Background: an optimization exercise with open tools, aiming at small area, a short achievable clock period and few clock cycles. Do not read the settings as production practice.
In this exercise RTL edits were held to simulation tests only and were not proved equivalent to the original.
No activity file was given, so power comes from the tool's default toggle rates.

==> standard.sh <==
#!/bin/bash
# synth_recipe.tcl (not shown) runs the flow's synth.tcl, then flattens the netlist and writes it again
# the make line also repeats each setting of config.mk as NAME=value (left out here)
make -C /OpenROAD-flow-scripts/flow DESIGN_CONFIG=/design/flow/config.mk WORK_HOME=/design/flow/orfs CLKGATE_MAP_FILE= SYNTH_SCRIPT=/design/flow/synth_recipe.tcl "${@:-finish}"
==> config.mk <==
export PLATFORM = sky130hd
export DESIGN_NAME = CVP14
export DESIGN_NICKNAME = CVP14
export VERILOG_FILES = /design/flow/design.v
export SDC_FILE = /design/flow/constraint.sdc
export NUM_CORES = 8
export LEC_CHECK = 0
export ABC_AREA = 1
export CAP_MARGIN = 50
export CORE_MARGIN = 2
export CORE_UTILIZATION = 50
export CTS_CLUSTER_DIAMETER = 120
export CTS_CLUSTER_SIZE = 24
export PLACE_DENSITY = 0.75
export SLEW_MARGIN = 50
==> constraint.sdc <==
create_clock -name core_clock -period 20.0 [get_ports {Clk1}]
set_input_delay 4.0000 -clock core_clock [delete_from_list [all_inputs] [get_ports {Clk1}]]
set_output_delay 4.0000 -clock core_clock [all_outputs]
set_load 0.01 [all_outputs]
==> flow/outflops.tcl <==
# Move the buffer of every output port that a flip-flop drives (and
# nothing else) onto that flip-flop's location; detailed placement
# legalizes them.
set block [ord::get_db_block]
set moved 0
foreach bterm [$block getBTerms] {
  if { [$bterm getIoType] != "OUTPUT" } { continue }
  set net [$bterm getNet]
  set drv {}
  foreach it [$net getITerms] { if { [$it isOutputSignal] } { lappend drv $it } }
  if { [llength $drv] != 1 } { puts "outflops: [$bterm getName] has no single driver"; continue }
  set buf [[lindex $drv 0] getInst]
  set bin {}
  foreach it [$buf getITerms] { if { [$it isInputSignal] } { lappend bin $it } }
  if { [llength $bin] != 1 } { puts "outflops: [$buf getName] is not a buffer"; continue }
  set inet [[lindex $bin 0] getNet]
  if { [llength [$inet getITerms]] != 2 || [llength [$inet getBTerms]] != 0 } {
    puts "outflops: [$bterm getName]: the buffer's input net has other loads"; continue
  }
  set ff {}
  foreach it [$inet getITerms] { if { [$it isOutputSignal] } { set ff [$it getInst] } }
  if { $ff == {} } { continue }
  set m [[$ff getMaster] getName]
  if { ![string match "*dfxtp*" $m] } { puts "outflops: [$ff getName] is $m, skipped"; continue }
  set loc [$ff getLocation]
  $buf setLocation [lindex $loc 0] [lindex $loc 1]
  incr moved
}
puts "outflops: moved $moved output buffers next to their flip-flops"
==> design.v <==
module fadd_a(input [15:0] a, input [15:0] b, output [36:0] p);
  wire [4:0] ea = a[14:10], eb = b[14:10];
  wire sa = a[15], sb = b[15];
  wire [4:0] d = ea - eb;
  wire swap = (eb > ea);
  wire sub = sa ^ sb;
  wire [4:0] E0 = swap ? eb : ea;
  wire [10:0] ma = {|ea, a[9:0]}, mb = {|eb, b[9:0]};
  wire [10:0] mbig = swap ? mb : ma;
  wire [10:0] msml = swap ? ma : mb;
  wire [25:0] al = {msml, 15'b0} >> d;
  wire spec = (&ea) | (&eb);
  wire sign = spec ? ((&ea) ? sa : sb) : (swap ? sb : sa);
  assign p = {spec, sign, E0, sub, mbig, al[25:13], al[1:0], |al[12:2], &al[12:1], sub & (|al[14:0])};
endmodule
module fadd_b(input [36:0] p, output [23:0] q);
  wire spec = p[36], sign = p[35];
  wire [4:0] E0 = p[34:30];
  wire sub = p[29];
  wire [10:0] mbig = p[28:18];
  wire [10:0] ah = p[17:7];               
  wire x14 = p[6], x13 = p[5], x1 = p[4], x0 = p[3];
  wire or122 = p[2], and121 = p[1];       
  wire borrow = p[0];
  wire [11:0] yv = {sub, ah ^ {11{sub}}};
  wire [12:0] sum = {1'b0, mbig, 1'b1} + {yv, sub & ~borrow};
  wire [11:0] hi = sum[12:1];
  wire z13 = ~(or122 | x1 | x0);          
  wire o13 = and121 & x0;                 
  wire c14 = ~x13 & z13;
  wire s13 = sub ? (~x13 ^ z13) : x13;
  wire s14 = sub ? (~x14 ^ c14) : x14;
  wire or121 = sub ? ~(z13 | o13) : (or122 | x1);
  wire and121o = sub ? (~or122 & (x1 ^ x0)) : and121;    
  assign q = {spec, sign, E0, hi, s14, s13, or121, and121o, x0};
endmodule
module fadd_c(input [23:0] p, output [15:0] y);
  wire spec = p[23], sign = p[22];
  wire [4:0] E0 = p[21:17];
  wire [13:0] H = p[16:3];      
  wire or121 = p[2], and121 = p[1], s0 = p[0];
  wire [11:0] U = H[13:2];      
  wire s14 = H[1], s13 = H[0];
  wire or13_1 = s13 | or121;
  wire or13_0 = s13 | or121 | s0;
  wire or12_0 = or121 | s0;
  wire all14_0 = s14 & s13 & and121 & s0;
  wire all14_1 = s14 & s13 & and121;
  wire cZ = (U == 12'd0);
  wire cO = U[11];
  wire [9:0] fr = cO ? U[10:1] : U[9:0];
  wire cond = cO ? (U[0] & (s14 | or13_1 | U[1])) : (s14 & (or13_0 | U[0]));
  wire cy = cO ? (U[0] & all14_1) : all14_0;
  wire all1 = &fr, zero = (fr == 10'd0);
  wire [9:0] fri = fr + 10'd1;
  wire [1:0] inc = (cy & all1) ? 2'd2 : ((cond & zero & ~cy) ? 2'd1 : 2'd0);
  wire [5:0] Eon = {1'b0, E0} + {5'd0, cO} + {4'd0, inc};
  wire [9:0] Fon = (cy & all1) ? 10'd0 : (cy ? fri : fr);
  reg [3:0] lz;
  always @(*)
    casez (U[9:0])
      10'b1?????????: lz = 4'd1;
      10'b01????????: lz = 4'd2;
      10'b001???????: lz = 4'd3;
      10'b0001??????: lz = 4'd4;
      10'b00001?????: lz = 4'd5;
      10'b000001????: lz = 4'd6;
      10'b0000001???: lz = 4'd7;
      10'b00000001??: lz = 4'd8;
      10'b000000001?: lz = 4'd9;
      default:        lz = 4'd10;
    endcase
  wire [11:0] X = {U[9:0], s14, s13} << (lz - 4'd1);
  wire [9:0] frL = X[10:1];
  wire condL = U[9] & s13 & (or12_0 | s14);
  wire bumpL = condL & (U[8:0] == 9'd0) & ~s14;
  wire [4:0] EL = E0 - {1'b0, lz} + {4'd0, bumpL};
  reg [4:0] E; reg [9:0] F; reg ovf;
  always @(*) begin
    if (cZ) begin
      E = all14_0 ? 5'd22 : 5'd0; F = 10'd0; ovf = 1'b0;
    end else if (cO | U[10]) begin
      E = Eon[4:0]; F = Fon; ovf = (Eon >= 6'd31);
    end else begin
      E = EL; F = frL; ovf = 1'b0;
    end
  end
  assign y = (spec | ovf) ? {sign, 5'b11111, 10'd0} : {sign, E, F};
endmodule
module fmul_a(input [15:0] a, input [15:0] b, output [36:0] p);
  wire [4:0] ea = a[14:10], eb = b[14:10];
  wire zero = (ea == 5'd0 && a[9:0] == 10'd0) || (eb == 5'd0 && b[9:0] == 10'd0);
  wire [10:0] ma = {1'b1, a[9:0]}, mb = {1'b1, b[9:0]};
  wire ga = ea > 5'd15, gb = eb > 5'd15;
  wire [4:0] ea1 = ea - 5'd15, eb1 = eb - 5'd15;
  reg [5:0] s0, s1;
  always @(*) begin
    if (ga & gb) begin
      s0 = {1'b0, ea1} + {1'b0, eb1};
      s1 = {1'b0, ea1} + {1'b0, eb1} + 6'd1;
    end else if (ga) begin
      s0 = {1'b0, ea1} - {1'b0, eb};
      s1 = s0;
    end else if (gb) begin
      s0 = {1'b0, eb1} - {1'b0, ea};
      s1 = s0;
    end else begin
      s0 = 6'b110001;
      s1 = 6'b110001;
    end
  end
  wire [5:0] t0 = s0 + 6'd15, t1 = s1 + 6'd15;
  wire [4:0] x0 = t0[5] ? 5'b11111 : t0[4:0];
  wire [4:0] x1 = t1[5] ? 5'b11111 : t1[4:0];
  wire [21:0] r0  = mb[0]  ? {11'd0, ma}        : 22'd0;
  wire [21:0] r1  = mb[1]  ? {10'd0, ma, 1'd0}  : 22'd0;
  wire [21:0] r2  = mb[2]  ? {9'd0, ma, 2'd0}   : 22'd0;
  wire [21:0] r3  = mb[3]  ? {8'd0, ma, 3'd0}   : 22'd0;
  wire [21:0] r4  = mb[4]  ? {7'd0, ma, 4'd0}   : 22'd0;
  wire [21:0] r5  = mb[5]  ? {6'd0, ma, 5'd0}   : 22'd0;
  wire [21:0] r6  = mb[6]  ? {5'd0, ma, 6'd0}   : 22'd0;
  wire [21:0] r7  = mb[7]  ? {4'd0, ma, 7'd0}   : 22'd0;
  wire [21:0] r8  = mb[8]  ? {3'd0, ma, 8'd0}   : 22'd0;
  wire [21:0] r9  = mb[9]  ? {2'd0, ma, 9'd0}   : 22'd0;
  wire [21:0] r10 =          {1'd0, ma, 10'd0};
  wire [21:0] a0 = ((r0) ^ (r1) ^ (r2)),  a1 = ((((r0) & (r1)) | ((r0) & (r2)) | ((r1) & (r2))) << 1);
  wire [21:0] a2 = ((r3) ^ (r4) ^ (r5)),  a3 = ((((r3) & (r4)) | ((r3) & (r5)) | ((r4) & (r5))) << 1);
  wire [21:0] a4 = ((r6) ^ (r7) ^ (r8)),  a5 = ((((r6) & (r7)) | ((r6) & (r8)) | ((r7) & (r8))) << 1);
  wire [21:0] b0 = ((a0) ^ (a1) ^ (a2)),  b1 = ((((a0) & (a1)) | ((a0) & (a2)) | ((a1) & (a2))) << 1);
  wire [21:0] b2 = ((a3) ^ (a4) ^ (a5)),  b3 = ((((a3) & (a4)) | ((a3) & (a5)) | ((a4) & (a5))) << 1);
  wire [21:0] c0 = ((b0) ^ (b1) ^ (b2)),  c1 = ((((b0) & (b1)) | ((b0) & (b2)) | ((b1) & (b2))) << 1);
  wire [21:0] c2 = ((b3) ^ (r9) ^ (r10)), c3 = ((((b3) & (r9)) | ((b3) & (r10)) | ((r9) & (r10))) << 1);
  wire [21:0] d0 = ((c0) ^ (c1) ^ (c2)),  d1 = ((((c0) & (c1)) | ((c0) & (c2)) | ((c1) & (c2))) << 1);
  wire [21:0] e0 = ((d0) ^ (d1) ^ (c3)),  e1 = ((((d0) & (d1)) | ((d0) & (c3)) | ((d1) & (c3))) << 1);
  wire [10:0] lo = {1'b0, e0[9:0]} + {1'b0, e1[9:0]};
  assign p = {zero, a[15] ^ b[15], x1, x0, lo[10], e0[21:10], e1[21:10]};
endmodule
module fmul_b(input [36:0] p, output [15:0] q);
  wire zero = p[36], sign = p[35];
  wire [4:0] x1 = p[34:30], x0 = p[29:25];
  wire cin = p[24];
  wire [11:0] ph = p[23:12] + p[11:0] + {11'd0, cin};    
  assign q = zero ? 16'd0 : (ph[11] ? {sign, x1, ph[10:1]} : {sign, x0, ph[9:0]});
endmodule
module fmul_c(input [15:0] p, output [15:0] y);
  assign y = p;
endmodule
module ScalarRegFile (clk, rst, ra1, ra2, rd1, rd2,
                      bw_en, bw_hi, bw_dst, bw_data,
                      ww_lo, ww_hi, ww_dst, ww_data, r7_en, r7_data);
  input clk, rst;
  input [2:0] ra1, ra2;
  output [15:0] rd1, rd2;
  input bw_en, bw_hi;
  input [2:0] bw_dst;
  input [7:0] bw_data;
  input ww_lo, ww_hi;
  input [2:0] ww_dst;
  input [15:0] ww_data;
  input r7_en;
  input [15:0] r7_data;
  wire [15:0] wd = rst ? 16'h0000 :
                   (ww_lo | ww_hi) ? ww_data :
                   r7_en ? r7_data : {bw_data, bw_data};
  wire [15:0] regs [0:7];
  assign rd1 = regs[ra1];
  assign rd2 = regs[ra2];
  genvar g;
  generate
    for (g = 0; g < 8; g = g + 1) begin : entry
      reg [15:0] q;
      assign regs[g] = q;
      wire r7 = (g == 7) & r7_en;
      wire en_lo = rst | (ww_lo & (ww_dst == g)) | r7 | (bw_en & ~bw_hi & (bw_dst == g));
      wire en_hi = rst | (ww_hi & (ww_dst == g)) | r7 | (bw_en & bw_hi & (bw_dst == g));
      always @(posedge clk) begin
        if (en_lo) q[7:0] <= wd[7:0];
        if (en_hi) q[15:8] <= wd[15:8];
      end
    end
  endgenerate
endmodule
module VectorRegFile (clk, we_l, wd_l, we_a, wd_a, heads, taps);
  input clk;
  input [7:0] we_l, we_a;
  input [15:0] wd_l, wd_a;
  output [127:0] heads;
  output [127:0] taps;                 
  genvar g;
  generate
    for (g = 0; g < 8; g = g + 1) begin : entry
      reg [255:0] q;
      wire [255:0] rot = {q[15:0], q[255:16]};
      always @(posedge clk)
        q <= {rot[255:240], we_l[g] ? wd_l : rot[239:224], rot[223:192],
              we_a[g] ? wd_a : rot[191:176], rot[175:0]};
      assign heads[16*g +: 16] = q[15:0];
      assign taps[16*g +: 16] = q[143:128];
    end
  endgenerate
endmodule
module CVP14(output [15:0] Addr, output RD, output WR, output V, output [15:0] dataOut,
             input Reset, input Clk1, input [15:0] DataIn);
localparam QD = 4;                   
localparam CK = 3;                   
localparam FQ = 11;                  
localparam MU_IDLE = 2'd0, MU_VLD = 2'd1, MU_VSTW = 2'd2, MU_VSTR = 2'd3;
localparam AU_VADD = 2'd0, AU_VDOT = 2'd1, AU_SMUL = 2'd2;
function ok_add;
  input [15:0] x;
  ok_add = (x[14:0] == 15'd0) | (x[14:10] >= 5'd10 && x[14:10] <= 5'd27);
endfunction
function [4:0] emax;
  input [4:0] m;
  input [15:0] x;
  emax = (x[14:10] > m) ? x[14:10] : m;
endfunction
function ok_mul;
  input [4:0] ea, eb;
  ok_mul = (ea != 5'd31) & (eb != 5'd31) & ({1'b0, ea} + {1'b0, eb} <= 6'd44);
endfunction
reg rst;
always @(posedge Clk1) rst <= Reset;
reg [3:0] ph;                        
reg [7:0] zf;                        
reg [7:0] sa;                        
reg [4:0] mx [0:7];                  
reg [15:0] addr_q, dout_q;
reg rd_q, wr_q, v_q, vflag;
reg [15:0] q [0:QD-1];
reg [QD:0] qs;                       
reg [15:0] ir_pc, fpc;               
reg f_act;                           
wire [15:0] ir = q[0];
wire ir_v = ~qs[0];
reg [1:0] mu_st;
reg [3:0] mu_cnt;
reg [15:0] base;
reg [2:0] mu_reg;
reg mu_tap;                          
reg ld_now, ld_last;                 
reg l_oka;
reg [4:0] l_mx;
reg [15:0] ld1;
reg ld1_v, ld_first, ld1_first, ld1_last;
reg [2:0] ld1_r;
reg sl_v, sl_wlo, sl_whi;
reg sl_known, sl_safe_q, sl_fp_q;    
reg [4:0] sl_bnd_q;                  
reg [4:0] sl_mxa_q, sl_mxb_q;        
reg sl_b1, sl_bv;
reg [1:0] sl_op;
reg [2:0] sl_ra, sl_rb, sl_rd;
reg [15:0] sl_sc;
reg rd_busy, rd_act, vdot_wait, rd_us;
reg rd_tap;                          
reg [1:0] rd_op;
reg [2:0] rd_ra, rd_rb, rd_rd;
reg [3:0] rd_cnt;
reg [4:1] sv, sfirst, slast, sus;
reg [1:0] sop [1:4];
reg [2:0] srd [1:4];
reg [15:0] x1, y1;
reg [36:0] fa_p;
reg [23:0] fb_p;
reg [36:0] ma_p;
reg [15:0] mb_p;
reg [15:0] wres;
reg a_oka;
reg [4:0] a_mx;
reg ldf_v, ldf_oka;                  
reg [2:0] ldf_r;
reg [4:0] ldf_mx;
reg f5_v, f5_oka;                    
reg [2:0] f5_rd;
reg [4:0] f5_mx;
reg us_busy, us_fin, us_vdot, ovf;
reg [15:0] fq [0:FQ-1];
reg [3:0] fq_wp, fq_rp, fq_cnt;
reg [15:0] np;                       
reg np_v;
reg [15:0] acc;
reg [4:0] acc_k;
reg [1:0] acc_st;                    
reg vd_pend, vd_wlo, vd_whi, vd_wr;
reg [2:0] vd_rd;
reg nx_v, nx_wlo, nx_whi;             
reg [2:0] nx_rd;
reg [36:0] ca_p;
reg [23:0] cb_p;
integer k;
wire [3:0] op = ir[15:12];
wire is_vadd = (op == 4'd0);
wire is_vdot = (op == 4'd1);
wire is_smul = (op == 4'd2);
wire is_sst  = (op == 4'd3);
wire is_vld  = (op == 4'd4);
wire is_vst  = (op == 4'd5);
wire is_sll  = (op == 4'd6);
wire is_slh  = (op == 4'd7);
wire is_j    = (op == 4'd8);
wire is_au = is_vadd | is_vdot | is_smul;
wire is_mu = is_sst | is_vld | is_vst;
wire [2:0] f_d = ir[11:9], f_a = ir[8:6], f_b = ir[5:3];
wire [15:0] rx, ry;
wire [127:0] heads, taps;
wire redirect = us_fin & ovf & ~vd_wr;
wire blocking_us = us_busy & ~(us_fin & ~ovf);        
wire s4_vec = sv[4] & (sop[4] != AU_VDOT);
function pend_w;
  input [2:0] r;
  pend_w = rd_busy & (rd_op != AU_VDOT) & (rd_rd == r);
endfunction
function au_wpend;
  input [2:0] r;
  au_wpend = (rd_busy & (rd_op != AU_VDOT) & (rd_rd == r)) |
             (sv[1] & (sop[1] != AU_VDOT) & (srd[1] == r)) |
             (sv[2] & (sop[2] != AU_VDOT) & (srd[2] == r)) |
             (sv[3] & (sop[3] != AU_VDOT) & (srd[3] == r)) |
             (s4_vec & (srd[4] == r)) | (f5_v & (f5_rd == r));
endfunction
function sl_w;
  input [2:0] r;
  sl_w = sl_v & (sl_op != AU_VDOT) & (sl_rd == r);
endfunction
function sl_r;
  input [2:0] r;
  sl_r = sl_v & ((sl_ra == r) | ((sl_op != AU_SMUL) & (sl_rb == r)));
endfunction
function flags_pend;
  input [2:0] r;
  flags_pend = au_wpend(r) | (vld_act & (mu_reg == r)) | (ld1_v & (ld1_r == r)) | (ldf_v & (ldf_r == r));
endfunction
function pend_s;
  input [2:0] r;
  pend_s = (vd_pend & (vd_wlo | vd_whi) & (vd_rd == r)) |
           (nx_v & (nx_wlo | nx_whi) & (nx_rd == r)) |
           (sl_v & (sl_op == AU_VDOT) & (sl_wlo | sl_whi) & (sl_rd == r));
endfunction
wire mu_free = (mu_st == MU_IDLE);
wire vld_act = (mu_st == MU_VLD) | ld_now;            
wire sl_haz = (vld_act & (mu_reg == sl_ra | (mu_reg == sl_rb & (sl_op != AU_SMUL)))) |
              (((mu_st == MU_VSTW) | ((mu_st == MU_VSTR) & mu_tap)) & (mu_reg == sl_rd) & (sl_op != AU_VDOT));
wire wait_rd_d = (vdot_wait | (rd_busy & rd_tap)) & (rd_ra == f_d | rd_rb == f_d);
wire sl_safe = (sl_op == AU_VADD) ? (sa[sl_ra] & sa[sl_rb]) :
               (sl_op == AU_VDOT) ? ok_mul(mx[sl_ra], mx[sl_rb]) :
                                    ok_mul(mx[sl_ra], sl_sc[14:10]);
wire [4:0] sl_mxa = sl_mxa_q;
wire [4:0] sl_mxb = sl_mxb_q;
wire [4:0] sl_mxab = (sl_mxa > sl_mxb) ? sl_mxa : sl_mxb;
wire [5:0] sl_sum = {1'b0, sl_mxa} + {1'b0, sl_mxb};
wire [5:0] sl_add3 = {1'b0, sl_mxab} + 6'd3;
wire [5:0] sl_m14 = sl_sum - 6'd14;
wire [4:0] sl_bound = (sl_mxab == 5'd31) ? 5'd31 :
                      (sl_op == AU_VADD) ? ((sl_add3 >= 6'd31) ? 5'd31 : sl_add3[4:0]) :
                      (sl_sum < 6'd14 || sl_m14 <= {1'b0, sl_mxab}) ? sl_mxab :
                      (sl_m14 >= 6'd31) ? 5'd31 : sl_m14[4:0];
wire sl_fp = flags_pend(sl_ra) | ((sl_op != AU_SMUL) & flags_pend(sl_rb));
wire sl_ok = sl_known & sl_safe_q;
wire blocking = blocking_us | (sl_v & ~sl_ok);
wire vd_chain = vd_pend & ~nx_v & ~vd_wr & (acc_k >= 5'd16 - CK) & sl_safe_q;
wire sl_start = sl_v & sl_known & ~rd_busy & ~sl_haz & ((sl_op != AU_VDOT) | ~vd_pend | vd_chain) & (sl_safe_q | ~sl_fp_q);
reg issue_ok;
always @(*) begin
  if (is_au)       issue_ok = ~sl_v & (~is_smul | ~pend_s(f_b));
  else if (is_vld) issue_ok = mu_free & ~pend_s(f_a) & ~pend_w(f_d) & ~wait_rd_d & ~sl_r(f_d) & ~sl_w(f_d);
  else if (is_vst) issue_ok = mu_free & ~ld_now & ~pend_s(f_a) & ~pend_w(f_d) & ~sl_w(f_d);
  else if (is_sst) issue_ok = mu_free & ~pend_s(f_a) & ~pend_s(f_d);
  else if (is_sll | is_slh) issue_ok = ~vd_wr;       
  else issue_ok = 1'b1;
end
wire issue = ir_v & ~blocking & ~redirect & issue_ok;
wire au_issue = issue & is_au;
wire mu_issue = issue & is_mu;
wire sll_vd = issue & is_sll & vd_pend & (vd_rd == f_d);
wire slh_vd = issue & is_slh & vd_pend & (vd_rd == f_d);
wire sll_nx = issue & is_sll & nx_v & (nx_rd == f_d);
wire slh_nx = issue & is_slh & nx_v & (nx_rd == f_d);
wire sll_sl = issue & is_sll & sl_v & (sl_op == AU_VDOT) & (sl_rd == f_d);
wire slh_sl = issue & is_slh & sl_v & (sl_op == AU_VDOT) & (sl_rd == f_d);
wire r7_en = redirect & ~(us_vdot & vd_rd == 3'd7);
wire r7_vd = r7_en & vd_pend & (vd_rd == 3'd7);
wire r7_nx = r7_en & nx_v & (nx_rd == 3'd7);
ScalarRegFile srf(.clk(Clk1), .rst(rst),
                  .ra1(f_a), .ra2(is_smul ? f_b : f_d), .rd1(rx), .rd2(ry),
                  .bw_en(issue & (is_sll | is_slh)), .bw_hi(is_slh), .bw_dst(f_d), .bw_data(ir[7:0]),
                  .ww_lo(vd_wr & vd_wlo & ~sll_vd & ~r7_vd), .ww_hi(vd_wr & vd_whi & ~slh_vd & ~r7_vd),
                  .ww_dst(vd_rd), .ww_data(acc),
                  .r7_en(r7_en), .r7_data(ir_pc - 16'd1));
wire [7:0] we_l = ld1_v ? (8'd1 << ld1_r) : 8'd0;
wire [7:0] we_a = s4_vec ? (8'd1 << srd[4]) : 8'd0;
VectorRegFile vrf(.clk(Clk1), .we_l(we_l), .wd_l(ld1), .we_a(we_a), .wd_a(wres), .heads(heads), .taps(taps));
wire [2:0] sel_a = rd_busy ? rd_ra : sl_ra;
wire [2:0] sel_b = rd_busy ? rd_rb : sl_rb;
wire [2:0] sel_c = mu_free ? f_d : mu_reg;
wire tap_now;
wire [15:0] va = zf[sel_a] ? 16'd0 : (tap_now ? taps[16*sel_a +: 16] : heads[16*sel_a +: 16]);
wire [15:0] vb = zf[sel_b] ? 16'd0 : (tap_now ? taps[16*sel_b +: 16] : heads[16*sel_b +: 16]);
wire c_tap = (mu_st == MU_VSTR) ? mu_tap : ph[3];
wire [15:0] vc = zf[sel_c] ? 16'd0 : (c_tap ? taps[16*sel_c +: 16] : heads[16*sel_c +: 16]);
wire [1:0] i_op = is_vadd ? AU_VADD : (is_vdot ? AU_VDOT : AU_SMUL);
wire sl_vdot = (sl_op == AU_VDOT);
wire first_read = (sl_start & (~sl_vdot | ph[2:0] == 3'd0)) | (vdot_wait & ph[2:0] == 3'd0);
wire read_now = first_read | rd_act;
wire read_last = rd_act & (rd_cnt == 4'd15);
wire [1:0] cur_op = sl_start ? sl_op : rd_op;
wire [2:0] cur_rd = sl_start ? sl_rd : rd_rd;
assign tap_now = rd_act ? rd_tap : (ph[3] & (vdot_wait | sl_vdot));
wire [36:0] fa_pn;
wire [23:0] fb_pn;
wire [36:0] ma_pn;
wire [15:0] mb_pn;
wire [15:0] fc_y, mc_y;
fadd_a ua1(.a(x1), .b(y1), .p(fa_pn));
fadd_b ua2(.p(fa_p), .q(fb_pn));
fadd_c ua3(.p(fb_p), .y(fc_y));
fmul_a um1(.a(x1), .b(y1), .p(ma_pn));
fmul_b um2(.p(ma_p), .q(mb_pn));
fmul_c um3(.p(mb_p), .y(mc_y));
always @(posedge Clk1) begin
  if (rst) begin
    rd_busy <= 1'b0; rd_act <= 1'b0; vdot_wait <= 1'b0; sl_v <= 1'b0; rd_tap <= 1'b0;
    sv <= 4'd0;
    us_busy <= 1'b0; us_fin <= 1'b0; ovf <= 1'b0;
  end else begin
    if (us_fin & ~(ovf & vd_wr)) begin us_fin <= 1'b0; us_busy <= 1'b0; end
    else if (sv[4] & slast[4] & sus[4]) us_fin <= 1'b1;
    if (sl_start) sl_v <= 1'b0;
    sl_known <= sl_v & ~sl_start;
    sl_b1 <= sl_v & ~sl_start;
    sl_bv <= sl_b1 & sl_v & ~sl_start;
    if (sll_sl) sl_wlo <= 1'b0;
    if (slh_sl) sl_whi <= 1'b0;
    if (au_issue) sl_v <= 1'b1;
    if (~sl_v & ~blocking_us) begin
      sl_op <= i_op; sl_ra <= f_a; sl_rb <= f_b; sl_rd <= f_d; sl_sc <= ry;
      sl_wlo <= 1'b1; sl_whi <= 1'b1;
    end
    if (sl_start) begin
      rd_busy <= 1'b1;
      rd_op <= sl_op; rd_ra <= sl_ra; rd_rb <= sl_rb; rd_rd <= sl_rd; rd_us <= ~sl_safe_q;
      if (~sl_safe_q) begin
        us_busy <= 1'b1; us_vdot <= sl_vdot; ovf <= 1'b0;
      end
      vdot_wait <= sl_vdot & (ph[2:0] != 3'd0);
    end
    if (vdot_wait & ph[2:0] == 3'd0) vdot_wait <= 1'b0;
    if (first_read) begin rd_act <= 1'b1; rd_cnt <= 4'd1; rd_tap <= ph[3] & (cur_op == AU_VDOT); end
    else if (rd_act) begin rd_cnt <= rd_cnt + 4'd1; if (rd_cnt == 4'd15) rd_act <= 1'b0; end
    if (read_last) rd_busy <= 1'b0;
    sv <= {sv[3:1], read_now};
    if (sv[4] & (wres == 16'h7C00)) ovf <= 1'b1;
  end
end
always @(posedge Clk1) begin
  x1 <= va;
  if (read_now) begin
    if (cur_op != AU_SMUL) y1 <= vb;
    else if (sl_start) y1 <= sl_sc;
  end
  sl_safe_q <= sl_safe;
  sl_mxa_q <= mx[sl_ra];
  sl_mxb_q <= (sl_op == AU_SMUL) ? sl_sc[14:10] : mx[sl_rb];
  sl_bnd_q <= sl_bound;
  sl_fp_q <= sl_fp;
  sfirst <= {sfirst[3:1], first_read};
  slast <= {slast[3:1], read_last};
  sus <= {sus[3:1], sl_start ? ~sl_safe_q : rd_us};
  sop[1] <= cur_op; sop[2] <= sop[1]; sop[3] <= sop[2]; sop[4] <= sop[3];
  srd[1] <= cur_rd; srd[2] <= srd[1]; srd[3] <= srd[2]; srd[4] <= srd[3];
  fa_p <= fa_pn;
  fb_p <= fb_pn;
  ma_p <= ma_pn;
  mb_p <= mb_pn;
  wres <= (sop[3] == AU_VADD) ? fc_y : mc_y;
  if (s4_vec) begin
    a_oka <= (a_oka | sfirst[4]) & ok_add(wres);
    a_mx <= emax(sfirst[4] ? 5'd0 : a_mx, wres);
  end
end
wire push = sv[4] & (sop[4] == AU_VDOT);
wire fq_has = (fq_cnt != 4'd0);
wire step = vd_pend & np_v & (acc_st == 2'd0) & (acc_k != 5'd16);
wire np_load_q = step & fq_has;                        
wire np_load_p = push & (step ? ~fq_has : ~np_v);       
wire fq_push = push & ~np_load_p;
wire [36:0] ca_pn;
wire [23:0] cb_pn;
wire [15:0] cc_y;
fadd_a uc1(.a(acc), .b(np), .p(ca_pn));
fadd_b uc2(.p(ca_p), .q(cb_pn));
fadd_c uc3(.p(cb_p), .y(cc_y));
always @(posedge Clk1) begin
  if (rst) begin
    vd_pend <= 1'b0; acc_st <= 2'd0; vd_wr <= 1'b0; np_v <= 1'b0; nx_v <= 1'b0;
  end else begin
    if (sll_vd | r7_vd) vd_wlo <= 1'b0;
    if (slh_vd | r7_vd) vd_whi <= 1'b0;
    if (sll_nx | r7_nx) nx_wlo <= 1'b0;
    if (slh_nx | r7_nx) nx_whi <= 1'b0;
    if (sl_start & sl_vdot & vd_pend) begin
      nx_v <= 1'b1; nx_rd <= sl_rd; nx_wlo <= sl_wlo & ~sll_sl; nx_whi <= sl_whi & ~slh_sl;
    end
    if (vd_wr & nx_v) begin
      nx_v <= 1'b0; vd_rd <= nx_rd; vd_wlo <= nx_wlo & ~sll_nx & ~r7_nx; vd_whi <= nx_whi & ~slh_nx & ~r7_nx;
    end
    if (sl_start & sl_vdot & ~vd_pend) begin
      vd_pend <= 1'b1; vd_rd <= sl_rd; vd_wlo <= sl_wlo & ~sll_sl; vd_whi <= sl_whi & ~slh_sl;
      acc_k <= 5'd0; fq_cnt <= 4'd0; fq_wp <= 4'd0; fq_rp <= 4'd0; np_v <= 1'b0;
    end else begin
      if (fq_push) fq_wp <= (fq_wp == FQ - 1) ? 4'd0 : fq_wp + 4'd1;
      if (np_load_q) fq_rp <= (fq_rp == FQ - 1) ? 4'd0 : fq_rp + 4'd1;
      fq_cnt <= fq_cnt + {3'd0, fq_push} - {3'd0, np_load_q};
      if (step) acc_k <= acc_k + 5'd1;
      else if (vd_wr) acc_k <= 5'd0;
      if (np_load_q | np_load_p) np_v <= 1'b1;
      else if (step) np_v <= 1'b0;
    end
    acc_st <= {acc_st[0], step & (acc_k != 5'd0)};
    vd_wr <= acc_st[1] & (acc_k == 5'd16);
    if (vd_wr & ~nx_v) vd_pend <= 1'b0;
  end
end
always @(posedge Clk1) begin
  if (fq_push) fq[fq_wp] <= wres;
  if (np_load_q) np <= fq[fq_rp];
  else if (np_load_p) np <= wres;
  ca_p <= ca_pn;
  cb_p <= cb_pn;
  if (step & (acc_k == 5'd0)) acc <= np;
  else if (acc_st[1]) acc <= cc_y;
end
wire [3:0] eoff0 = is_vld ? ph + 4'd1 : 4'd0;
wire [6:0] soff = {ir[5], ir[5:0]} + {3'd0, eoff0};
wire [7:0] an_lo = {1'b0, rx[6:0]} + {1'b0, soff};
wire [8:0] an_hm = rx[15:7] - 9'd1, an_hp = rx[15:7] + 9'd1;
wire [8:0] an_hi = soff[6] ? (an_lo[7] ? rx[15:7] : an_hm) : (an_lo[7] ? an_hp : rx[15:7]);
wire [15:0] addr_now = {an_hi, an_lo[6:0]};
wire [15:0] base_now = rx + {{10{ir[5]}}, ir[5:0]};
reg c_port, c_rd, c_wr, c_ld, c_ld_last;
reg [3:0] c_eoff, c_cnt;
reg [1:0] c_st;
always @(*) begin
  c_port = 1'b0; c_rd = 1'b0; c_wr = 1'b0; c_ld = 1'b0; c_ld_last = 1'b0;
  c_eoff = 4'd0; c_st = mu_st; c_cnt = mu_cnt;
  case (mu_st)
    MU_VLD: begin
      c_port = 1'b1; c_rd = 1'b1; c_ld = 1'b1; c_eoff = ph + 4'd1;
      c_cnt = mu_cnt + 4'd1;
      if (mu_cnt == 4'd15) begin c_st = MU_IDLE; c_ld_last = 1'b1; end
    end
    MU_VSTW:
      if (ph[2:0] == 3'd0) begin
        c_port = 1'b1; c_wr = 1'b1; c_st = MU_VSTR;
      end
    MU_VSTR: begin
      c_port = 1'b1; c_wr = 1'b1; c_eoff = {ph[3] ^ mu_tap, ph[2:0]};
      if (ph[2:0] == 3'd7 && (ph[3] ^ mu_tap)) c_st = MU_IDLE;
    end
    default: ;
  endcase
end
wire [15:0] c_addr = base + {12'd0, c_eoff};
wire i_port = is_vld | is_sst | (is_vst & (ph[2:0] == 3'd0));
wire [1:0] i_st = is_vld ? MU_VLD : (is_vst ? ((ph[2:0] == 3'd0) ? MU_VSTR : MU_VSTW) : MU_IDLE);
wire n_mu_port = mu_issue ? i_port : c_port;
wire n_mu_rd = mu_issue ? is_vld : c_rd;
wire n_mu_wr = mu_issue ? (is_sst | is_vst) : c_wr;
wire n_ld = mu_issue ? is_vld : c_ld;
wire n_ld_last = ~mu_issue & c_ld_last;
wire [1:0] n_mu_st = mu_issue ? i_st : c_st;
wire [3:0] n_mu_cnt = mu_issue ? 4'd1 : c_cnt;
wire [15:0] n_dout = (mu_issue & is_sst) ? ry : vc;
wire [15:0] n_mu_addr = mu_issue ? addr_now : c_addr;
wire flush = redirect | (issue & is_j);
wire [15:0] jt = ir_pc + {{4{ir[11]}}, ir[11:0]};
wire [15:0] target = redirect ? 16'hFFF0 : jt;
wire arrive = f_act & ~flush;
wire [QD:0] qs_a = arrive ? {qs[QD-1:0], 1'b0} : qs;           
wire [QD:0] qs_b = arrive ? qs : {1'b0, qs[QD:1]};             
wire [QD:0] n_qs = flush ? {{QD{1'b0}}, 1'b1} : (issue ? qs_b : qs_a);
wire room_a = ~qs_a[QD];
wire f_if_issue = ~c_port & ~(is_mu & i_port);        
wire f_no_issue = ~c_port & (redirect | room_a);
wire n_f_act = issue ? f_if_issue : f_no_issue;
wire [15:0] fetch_addr = flush ? target : fpc;
wire n_vflag = redirect | (vflag & ~issue);
always @(posedge Clk1) begin
  if (rst) begin
    ph <= 4'd0;
    zf <= 8'hFF; sa <= 8'hFF;
    for (k = 0; k < 8; k = k + 1) begin mx[k] <= 5'd0; end
    ldf_v <= 1'b0;
    qs <= {{QD{1'b0}}, 1'b1}; ir_pc <= 16'd0; fpc <= 16'd1; f_act <= 1'b1;
    addr_q <= 16'd0; rd_q <= 1'b1; wr_q <= 1'b0; v_q <= 1'b0; vflag <= 1'b0;
    mu_st <= MU_IDLE; ld_now <= 1'b0; ld_last <= 1'b0; ld1_v <= 1'b0; ld1_last <= 1'b0;
    f5_v <= 1'b0;
  end else begin
    ph <= ph + 4'd1;
    qs <= n_qs;
    ir_pc <= flush ? target : (issue ? ir_pc + 16'd1 : ir_pc);
    fpc <= fetch_addr + {15'd0, n_f_act};
    f_act <= n_f_act;
    addr_q <= n_mu_port ? n_mu_addr : fetch_addr;
    rd_q <= n_mu_port ? n_mu_rd : n_f_act;
    wr_q <= n_mu_port & n_mu_wr;
    vflag <= n_vflag;
    v_q <= n_vflag & ~n_mu_port & n_f_act;    
    mu_st <= n_mu_st;
    ld_now <= n_ld; ld_last <= n_ld_last;
    ld1_v <= ld_now; ld1_last <= ld_last;
    if (ld1_v) begin
      l_oka <= (l_oka | ld1_first) & ok_add(ld1);
      l_mx <= emax(ld1_first ? 5'd0 : l_mx, ld1);
    end
    if (ld_last) zf[mu_reg] <= 1'b0;
    ldf_v <= ld1_last & ~au_wpend(ld1_r) & ~sl_w(ld1_r);
    if (ldf_v & ~au_wpend(ldf_r) & ~sl_w(ldf_r)) begin
      sa[ldf_r] <= ldf_oka;
      mx[ldf_r] <= ldf_mx;
    end
    f5_v <= s4_vec & slast[4];
    if (f5_v & ~((rd_busy & (rd_op != AU_VDOT) & (rd_rd == f5_rd)) |
                 (sv[1] & (sop[1] != AU_VDOT) & (srd[1] == f5_rd)) |
                 (sv[2] & (sop[2] != AU_VDOT) & (srd[2] == f5_rd)) |
                 (sv[3] & (sop[3] != AU_VDOT) & (srd[3] == f5_rd)) |
                 (s4_vec & (srd[4] == f5_rd)) |
                 (vld_act & (mu_reg == f5_rd)) | (ld1_v & (ld1_r == f5_rd)) | sl_w(f5_rd))) begin
      sa[f5_rd] <= f5_oka;
      mx[f5_rd] <= f5_mx;
    end
    if (read_last & (rd_op != AU_VDOT)) zf[rd_rd] <= 1'b0;
    if (mu_issue & is_vld) begin
      sa[f_d] <= 1'b0; mx[f_d] <= 5'd31;
    end
    if (sl_start & ~sl_vdot) begin
      sa[sl_rd] <= 1'b0; mx[sl_rd] <= (sl_safe_q & sl_bv) ? sl_bnd_q : 5'd31;
    end
  end
end
wire [QD-1:0] at_a = arrive ? qs[QD-1:0] : {QD{1'b0}};
wire [QD-1:0] at_b = arrive ? qs[QD:1] : {QD{1'b0}};
always @(posedge Clk1) begin
  for (k = 0; k < QD; k = k + 1)
    if (issue ? at_b[k] : at_a[k]) q[k] <= DataIn;
    else if (issue && k < QD - 1) q[k] <= q[k + 1];
end
always @(posedge Clk1) begin
  if (mu_free) begin base <= base_now; mu_reg <= f_d; end
  if (mu_st != MU_VSTR) mu_tap <= ph[3];
  mu_cnt <= n_mu_cnt;
  ld1_r <= mu_reg;
  ld_first <= mu_issue & is_vld;
  ld1_first <= ld_first;
  ldf_r <= ld1_r;
  ldf_oka <= (l_oka | ld1_first) & ok_add(ld1);
  ldf_mx <= emax(ld1_first ? 5'd0 : l_mx, ld1);
  f5_rd <= srd[4];
  f5_oka <= (a_oka | sfirst[4]) & ok_add(wres);
  f5_mx <= emax(sfirst[4] ? 5'd0 : a_mx, wres);
  dout_q <= n_dout;
  ld1 <= DataIn;
end
assign Addr = addr_q;
assign RD = rd_q;
assign WR = wr_q;
assign V = v_q;
assign dataOut = dout_q;
endmodule
==> flow/run.sh <==
#!/bin/bash
# Layout flow: the standard flow (standard.sh, all steps), except that
# - the buffers buffer_ports puts on every input and output port are
#   sky130_fd_sc_hd__buf_4 cells instead of the resizer's default choice;
# - after the resizer step of placement, outflops.tcl moves the buffer of
#   each output port that a flip-flop drives next to that flip-flop
#   (detailed placement then legalizes both), so the buffer, not the
#   flip-flop, drives the long wire to the edge of the die.
# - repair_timing (after placement, CTS and global routing) works to a setup
#   slack margin of 15 ns: at the design's 20 ns clock every path has far
#   more slack than that needs, so without the margin repair_timing leaves
#   the paths that set the period achieved as they are.
# - CTS puts buffers on the clock tree's wires every 120 um (CTS_BUF_DISTANCE).
# The make output goes to standard.log; ORFS keeps each step's log under orfs/logs.
set -e
export BUFFER_PORTS_ARGS="-buffer_cell sky130_fd_sc_hd__buf_4"
export POST_RESIZE_TCL="$PWD/flow/outflops.tcl"
export SETUP_SLACK_MARGIN=15
export CTS_BUF_DISTANCE=120
bash standard.sh > standard.log 2>&1
==> flow_metrics.tcl, run 1 <==
set metrics [dict create \
    row_count 169 \
    synth_area_sq_um 106500 \
    power.internal_mw 10.36 \
    synth_edf_count 560 \
    grt_first_pass_wirelength_um 441600 \
    antenna_found_initial 17 \
    synthFlopType "dfxtp_1" \
    finalNonFillerCells 13480 \
    power_mw 17.12 \
    setup_viol 0 \
    rrSetupSlack_ns 15.32 \
    io_buffers 52 \
    clock-root-buffer "clkbuf_16" \
    drive_gt1_share_pct 6.181 \
    synth_warnings 8 \
    yosysMostFrequentCell "dfxtp_1" \
    use_met3_pct 4.559 \
    largest_register_ffs 2048 \
    crit_path_max_incr_delay_ns 0.36 \
    netlist_instances 10660 \
    seq_area_frac_synth_pct 62.40 \
    design.die.area_sq_um 216700 \
    cts_buffer_depth 5 \
    setup.worst_path.end_class "output port" \
    peakVddDrop_v 0.0001129 \
    viasPerCell 5.590 \
    yosysUniqueCellTypes 78 \
    busiest_layer "met2" \
    worst_pin_slew_ns 0.8014 \
    met1_usage_pct 35.51 \
    outcome "complete, no violations" \
    globalplace.congestion 0.9691 \
    path_buf_inv 1 \
    crit_slowest_cell "dfxtp_2" \
    cts_tree "built" \
    clock_latency_ns 0.96 \
    critPathTopFamily "flip-flops" \
    die_x_um 465.5 \
    synth_top_area_share_pct 46.61 \
    drt_iter0_drc 8791 \
    gr-usage-all-layers_pct 26.60 \
    powerDensity_nw_per_um2 149.1 \
    route.detailed.drc 0 \
    drt-wirelength-per-cell_um 22.01 \
    cts_max_level 4 \
    finalHoldViolations 0 \
    coreArea_sq_um 211900 \
    grt_pass1_vias 72250 \
    hold_path_class "reg -> reg" \
    clock_sinks 3039 \
    grt_max_degree 173 \
    ys_ff_latch 3039 \
    final_max_slew_viol_count 0 \
    avgSynthCellArea_sq_um 9.986 \
    dp_hpwl_um 205800 \
    start_kind "flop" \
    grt-ovfl-total 0 \
    path_max_fanout 1 \
    cp.required_ns 16.00 \
    finalCritPeriodShare_pct 27.28 \
    comb_power_share_pct 36.4 \
    leakage_nw 46.87 \
    critical_path_class "reg -> out" \
    maxCapViolations 0 \
    use_met2_pct 41.94 \
    yosysTopAreaCell "dfxtp_1" \
    power.switching_mw 6.762 \
    vias 75360 \
    clock.fmax_mhz 183.3 \
    drt.antenna.violating_nets 0 \
    synthArstFlopShare_pct 0 \
    syn_to_final_growth_pct 7.858 \
    place_inst 13240 \
    skew_ns 0.07089 \
    fin_tns_setup_ns 0 \
    rsz0062_at_grt "yes" \
    slew_headroom_pct 46.42 \
    initial_core_util_pct 50.26 \
    die_y_um 465.5 \
    synthTopCellsByArea "dfxtp_1, edfxtp_1, nand2_1" \
    dr.pass1.iters 8 \
    p_sw_share_pct 39.50 \
    holdBufCountCts 0 \
    p_seq_share_pct 44.1 \
    nNetsFinal 10960 \
    synth_common_cells "dfxtp_1, nand2_1, o21ai_0" \
    clkPwrFrac_pct 19.5 \
    min_period_ns 5.455 \
    cts_buffers 152 \
    top_register "vrf.entry.q" \
    num_io_pins 53 \
    clk_pin_slew_ns 0.09 \
    path_cells "buf_12" \
    drt-total-wl_um 296700 \
    top_regs "vrf.entry.q: 2048 flops, fq: 176 flops, srf.entry.q: 128 flops" \
    arrival_ns 1.45 \
]
==> metal layers <==
metal / vias up / wire (um) / part of all wire [%]
li1: 35140 / - / -
met1: 35960 / 122800 / 41
met2: 3485 / 132100 / 45
met3: 764 / 25270 / 8.5
met4: 10 / 16420 / 5.5
met5: - / 96 / 0.032
==> cells in the final DEF, fill, tap and decap left out, drive strengths merged, types with 34 or more instances in the layout <==
master | netlist | final
clkbuf | 291 | 198
o2111ai | 42 | 42
ha | 249 | 249
xnor2 | 110 | 110
xor2 | 167 | 167
o211ai | 130 | 130
nor2 | 635 | 635
buf | 143 | 202
edfxtp | 560 | 560
dfxtp | 2479 | 2479
inv | 1125 | 1136
a21oi | 442 | 442
nand2 | 1857 | 1857
o22ai | 151 | 151
nor3 | 90 | 90
o21ai | 1197 | 1197
nor4 | 36 | 36
or2 | 35 | 35
a31oi | 83 | 83
a211oi | 34 | 34
nand4 | 96 | 96
fa | 108 | 108
nand3 | 331 | 331
==> power by group through the flow <==
stage | combinational (mW) | sequential [mW] | clock, mW
2_1_floorplan | 4.03 | 7.34 | 0
3_3_place_gp | 5.78 | 7.66 | 0
3_5_place_dp | 6.03 | 7.67 | 0
4_1_cts | 6.09 | 7.53 | 3.38
5_1_grt | 6.81 | 7.60 | 3.59
6_report | 6.24 | 7.55 | 3.34
==> through the flow <==
stage               instance area, sq um  util [%]  worst slack (ns)  hold slack, ns
finish                            114900     54.21             14.55          0.3108
global placement                  109700     51.77             15.01          0.3096
CTS                               114600     54.08             14.50          0.3054
detailed placement                110200     52.01             15.26          0.3121
global route                      114800     54.19             14.51          0.3189
floorplan                         106500         -             15.62          0.3096
==> path summary, 6_finish.rpt <==
check                         startpoint                           to  cells after the start
min          vrf.entry[7].q[149]$_DFF_P_  vrf.entry[7].q[133]$_DFF_P_                      0
max                    dout_q[0]$_DFF_P_                   dataOut[0]                      1
max reg2reg        mu_st[1]$_SDFFE_PP0P_            dout_q[8]$_DFF_P_                     11
min reg2reg  vrf.entry[7].q[149]$_DFF_P_  vrf.entry[7].q[133]$_DFF_P_                      0
==> cell type report <==
type / instances / area [sq um]
multi-input cells: 6051 / 34450
clock inverters: 16 / 187.7
diodes: 15 / 37.54
repair buffers: 203 / 1817
fillers: 18100 / 97030
clock buffers: 197 / 4036
flip-flops and latches: 3039 / 66510
inverters: 1140 / 4287
well taps: 2821 / 3530
==> logic make-up (layout without fill, tap and decap cells) <==
logic type	after synthesis	after routing	synth area share (%)
buffers and inverters	1574	1556	5.753
DFF	3039	3039	62.40
AOI/OAI and AO/OA	2308	2308	12.43
muxes	12	12	0.1163
xor gates and xnor gates	277	277	2.285
adders and majority gates	357	357	4.956
other	1	17	0.003522
and+or+nand+nor	3095	3095	12.06
==> what timing repair did <==
action	in CTS	in global routing
setup buffers	0	4
resized for setup	58	16
setup endpoints to repair	35	50
pin swaps	0	0
cloned	0	0
Testbench counts, summed over its fixed seeds: cycles 77,442.
==> run 2: changes to the inputs <==
--- a/flow/run.sh
+++ b/flow/run.sh
@@ -11,5 +11,5 @@
 #   more slack than that needs, so without the margin repair_timing leaves
 #   the paths that set the period achieved as they are.
-# - CTS puts buffers on the clock tree's wires every 120 um (CTS_BUF_DISTANCE).
+# - CTS puts buffers on the clock tree's wires every 200 um (CTS_BUF_DISTANCE).
 # The make output goes to standard.log; ORFS keeps each step's log under orfs/logs.
 set -e
@@ -17,4 +17,4 @@
 export POST_RESIZE_TCL="$PWD/flow/outflops.tcl"
 export SETUP_SLACK_MARGIN=15
-export CTS_BUF_DISTANCE=120
+export CTS_BUF_DISTANCE=200
 bash standard.sh > standard.log 2>&1
==> run 2 against run 1 <==
Compared with the run above:
- still clean on timing, DRC and antenna
- clock power is essentially flat
- routed wire length decreased by 0.15%
- cell area about the same
- power down 0.13%
- hold slack worse by 0.0035 ns
- die area did not move
- synthesized cell count stayed put
- global-route usage decreased by 0.052 points
- combinational power about the same
- count of clock-buffer cells in the layout fell by 2
- critical path depth unchanged
- critical path type unchanged
- largest cell class unchanged
==> flow_metrics.tcl, run 2 <==
set metrics [dict create \
    hold_path_class "reg -> reg" \
    drt_iter0_drc 8321 \
    fin_tns_setup_ns 0 \
    drt.antenna.violating_nets 0 \
    synth_top_family_by_area "compound AO/OA/AOI/OAI gates" \
    nNetsFinal 10970 \
    skew_ns 0.07394 \
    globalplace.congestion 0.9691 \
    yosysUniqueCellTypes 78 \
    synth-xor-area-share_pct 2.285 \
    top_regs "vrf.entry.q: 2048 flops, fq: 176 flops, srf.entry.q: 128 flops" \
    drt-wirelength-per-cell_um 21.97 \
    clock-root-buffer "clkbuf_16" \
    row_count 169 \
    mostFrequentLayoutCell "dfxtp_1" \
    setup.worst_path.end_class "output port" \
    cp.required_ns 16.00 \
    synth_warnings 8 \
    design.die.area_sq_um 216700 \
    maxCapViolations 0 \
    grt_max_degree 173 \
    clock.fmax_mhz 186.9 \
    yosys.area_share.simple_pct 12.06 \
    crit_slowest_cell "dfxtp_2" \
    viasPerCell 5.568 \
    top_register "vrf.entry.q" \
    avgSynthCellArea_sq_um 9.986 \
    arrival_ns 1.35 \
    leakage_nw 46.89 \
    synth_area_sq_um 106500 \
    rsz0062_at_grt "yes" \
    synth_common_cells "dfxtp_1, nand2_1, o21ai_0" \
    drt-total-wl_um 296200 \
    cts_max_level 4 \
    final_area_sq_um 114800 \
    synthArstFlopShare_pct 0 \
    finalCritPeriodShare_pct 26.76 \
    synth_compound_area_share_pct 12.43 \
    ys_ff_latch 3039 \
    start_kind "flop" \
    die_x_um 465.5 \
    synth_edf_count 560 \
    dp_slack_ns 15.26 \
    nFillCells 18090 \
    syn_to_final_growth_pct 7.844 \
    min_period_ns 5.351 \
    num_io_pins 53 \
    coreArea_sq_um 211900 \
    clk_pin_slew_ns 0.09 \
    path_max_fanout 1 \
    grt_first_pass_wirelength_um 441400 \
    drive_gt1_share_pct 6.234 \
    path_buf_inv 1 \
    synthTopCellsByArea "dfxtp_1, edfxtp_1, nand2_1" \
    io_buffers 52 \
    gr-usage-all-layers_pct 26.55 \
    cts_buffers 150 \
    seq_area_frac_synth_pct 62.40 \
    final_max_slew_viol_count 0 \
    powerDensity_nw_per_um2 148.9 \
    dr.pass1.iters 9 \
    dp_hpwl_um 205800 \
    crit_path_max_incr_delay_ns 0.36 \
    grt-ovfl-total 0 \
    grt_pass1_vias 72230 \
    slew_headroom_pct 46.76 \
    route.detailed.drc 0 \
    holdBufCountCts 0 \
    synthFlopType "dfxtp_1" \
    yosysTopAreaCell "dfxtp_1" \
    clock_latency_ns 0.86 \
    critPathTopFamily "flip-flops" \
    outcome "complete, no violations" \
    placed_area_sq_um 110200 \
    vias 75060 \
    setup_viol 0 \
    antenna_found_initial 19 \
    initial_core_util_pct 50.26 \
    yosysMostFrequentCell "dfxtp_1" \
    synth_top_area_share_pct 46.61 \
    die_y_um 465.5 \
    netlist_instances 10660 \
    critical_path_class "reg -> out" \
    cts_buffer_depth 4 \
    path_cells "buf_12" \
    peakVddDrop_v 0.0001134 \
    finalHoldViolations 0 \
    clock_sinks 3039 \
    largest_register_ffs 2048 \
    cts_tree "built" \
    worst_pin_slew_ns 0.7986 \
    setup_ws_ns 14.65 \
    synth_fa_ha_area_share_pct 4.956 \
    muxShareOfSynthArea_pct 0.1163 \
    most-common-layout-cells "dfxtp_1, nand2_1, o21ai_0, inv_1, nor2_1" \
]
-- run 2: cell counts after synthesis --
Identical to the previous run, type by type.
-- run 2: path summary, 6_finish.rpt --
check / cells after the start / slack [ns] / to / from
min reg2reg: 0 / 0.31 / vrf.entry[7].q[133]$_DFF_P_ / vrf.entry[7].q[149]$_DFF_P_
max reg2reg: 11 / 15.36 / dout_q[8]$_DFF_P_ / mu_st[1]$_SDFFE_PP0P_
min: 0 / 0.31 / vrf.entry[7].q[133]$_DFF_P_ / vrf.entry[7].q[149]$_DFF_P_
max: 1 / 14.65 / dataOut[0] / dout_q[0]$_DFF_P_
-- run 2: layer usage --
layer	wire, um	vias to the layer above	share of wire, %	GRT usage, %
met4	16770	16	5.7	13.49
met5	150	-	0.051	0
met1	123200	35680	42	35.34
li1	-	35130	-	-
met3	24590	752	8.3	4.636
met2	131500	3493	44	41.71
-- run 2: logic make-up (layout without fill, tap and decap cells) --
| family | count (synthesis) | count (layout) |
|---|---|---|
| XOR/XNOR | 277 | 277 |
| AND/OR/NAND/NOR | 3095 | 3095 |
| buffers and inverters | 1574 | 1562 |
| other | 1 | 9 |
| adder cells (fa/ha/maj) | 357 | 357 |
| multiplexers | 12 | 12 |
| flip-flops | 3039 | 3039 |
| AO/OA/AOI/OAI | 2308 | 2308 |
-- run 2: where the power goes --
group | switching, mW | leakage (nW) | total, mW | internal [mW]
Combinational | 4.30 | 19.2 | 6.24 | 1.94
Sequential | 0.567 | 25.6 | 7.54 | 6.98
Clock | 1.89 | 2.03 | 3.31 | 1.43
-- run 2: final cells by class --
| type | count | area (sq um) | area share [%] |
|---|---|---|---|
| Antenna cell | 7 | 17.52 | 0.01525 |
| Clock buffer | 195 | 3986 | 3.471 |
| Clock inverter | 16 | 187.7 | 0.1634 |
| Inverter | 1140 | 4287 | 3.733 |
| Multi-Input combinational cell | 6051 | 34450 | 30.00 |
| Sequential cell | 3039 | 66510 | 57.91 |
| Tap cell | 2821 | 3530 | 3.074 |
| Timing Repair Buffer | 211 | 1872 | 1.630 |
-- run 2: stage by stage --
stage / hold slack (ns) / util, % / power [mW] / cells
finish: 0.3074 / 54.20 / 17.10 / 13480
CTS: 0.3058 / 54.06 / 16.98 / 13450
detailed placement: 0.3121 / 52.01 / 13.69 / 13240
global route: 0.3126 / 54.19 / 17.98 / 13470
global placement: 0.3096 / 51.77 / 13.44 / 13220
floorplan: 0.3096 / - / 11.37 / 10660
-- run 2: timing repair --
action,CTS,global route
buffers inserted,0,12
gates resized for setup,58,15
setup endpoints to repair,35,51

port drivers added, routing unchanged:
Ports are ideal in the flow. The routed layouts listed here were re-timed in OpenROAD.
Step 1, drivers: a clkbuf_16 drives Clk1 and a buf_2 each remaining input, both assumed.
Step 2, shift: input delay + t, output delay - t, t = (earliest + latest rising clock arrival at the registers) / 2. This alone moves slack from input paths to output paths.
a / b / c = no drivers / after step 1 / after step 2; a / b = the first two.
run	t (ns)	setup WS [ns]	hold slack, ns	worst setup path after step 2	worst register clock-pin slew, ns
run 1	1.008	14.545 / 14.462 / 15.316	0.311 / 0.311 / 0.311	register to register	0.11 / 0.11
run 2	0.906	14.649 / 14.565 / 15.319	0.307 / 0.307 / 0.307	input to register	0.11 / 0.11
After both steps every run listed still meets setup and hold.
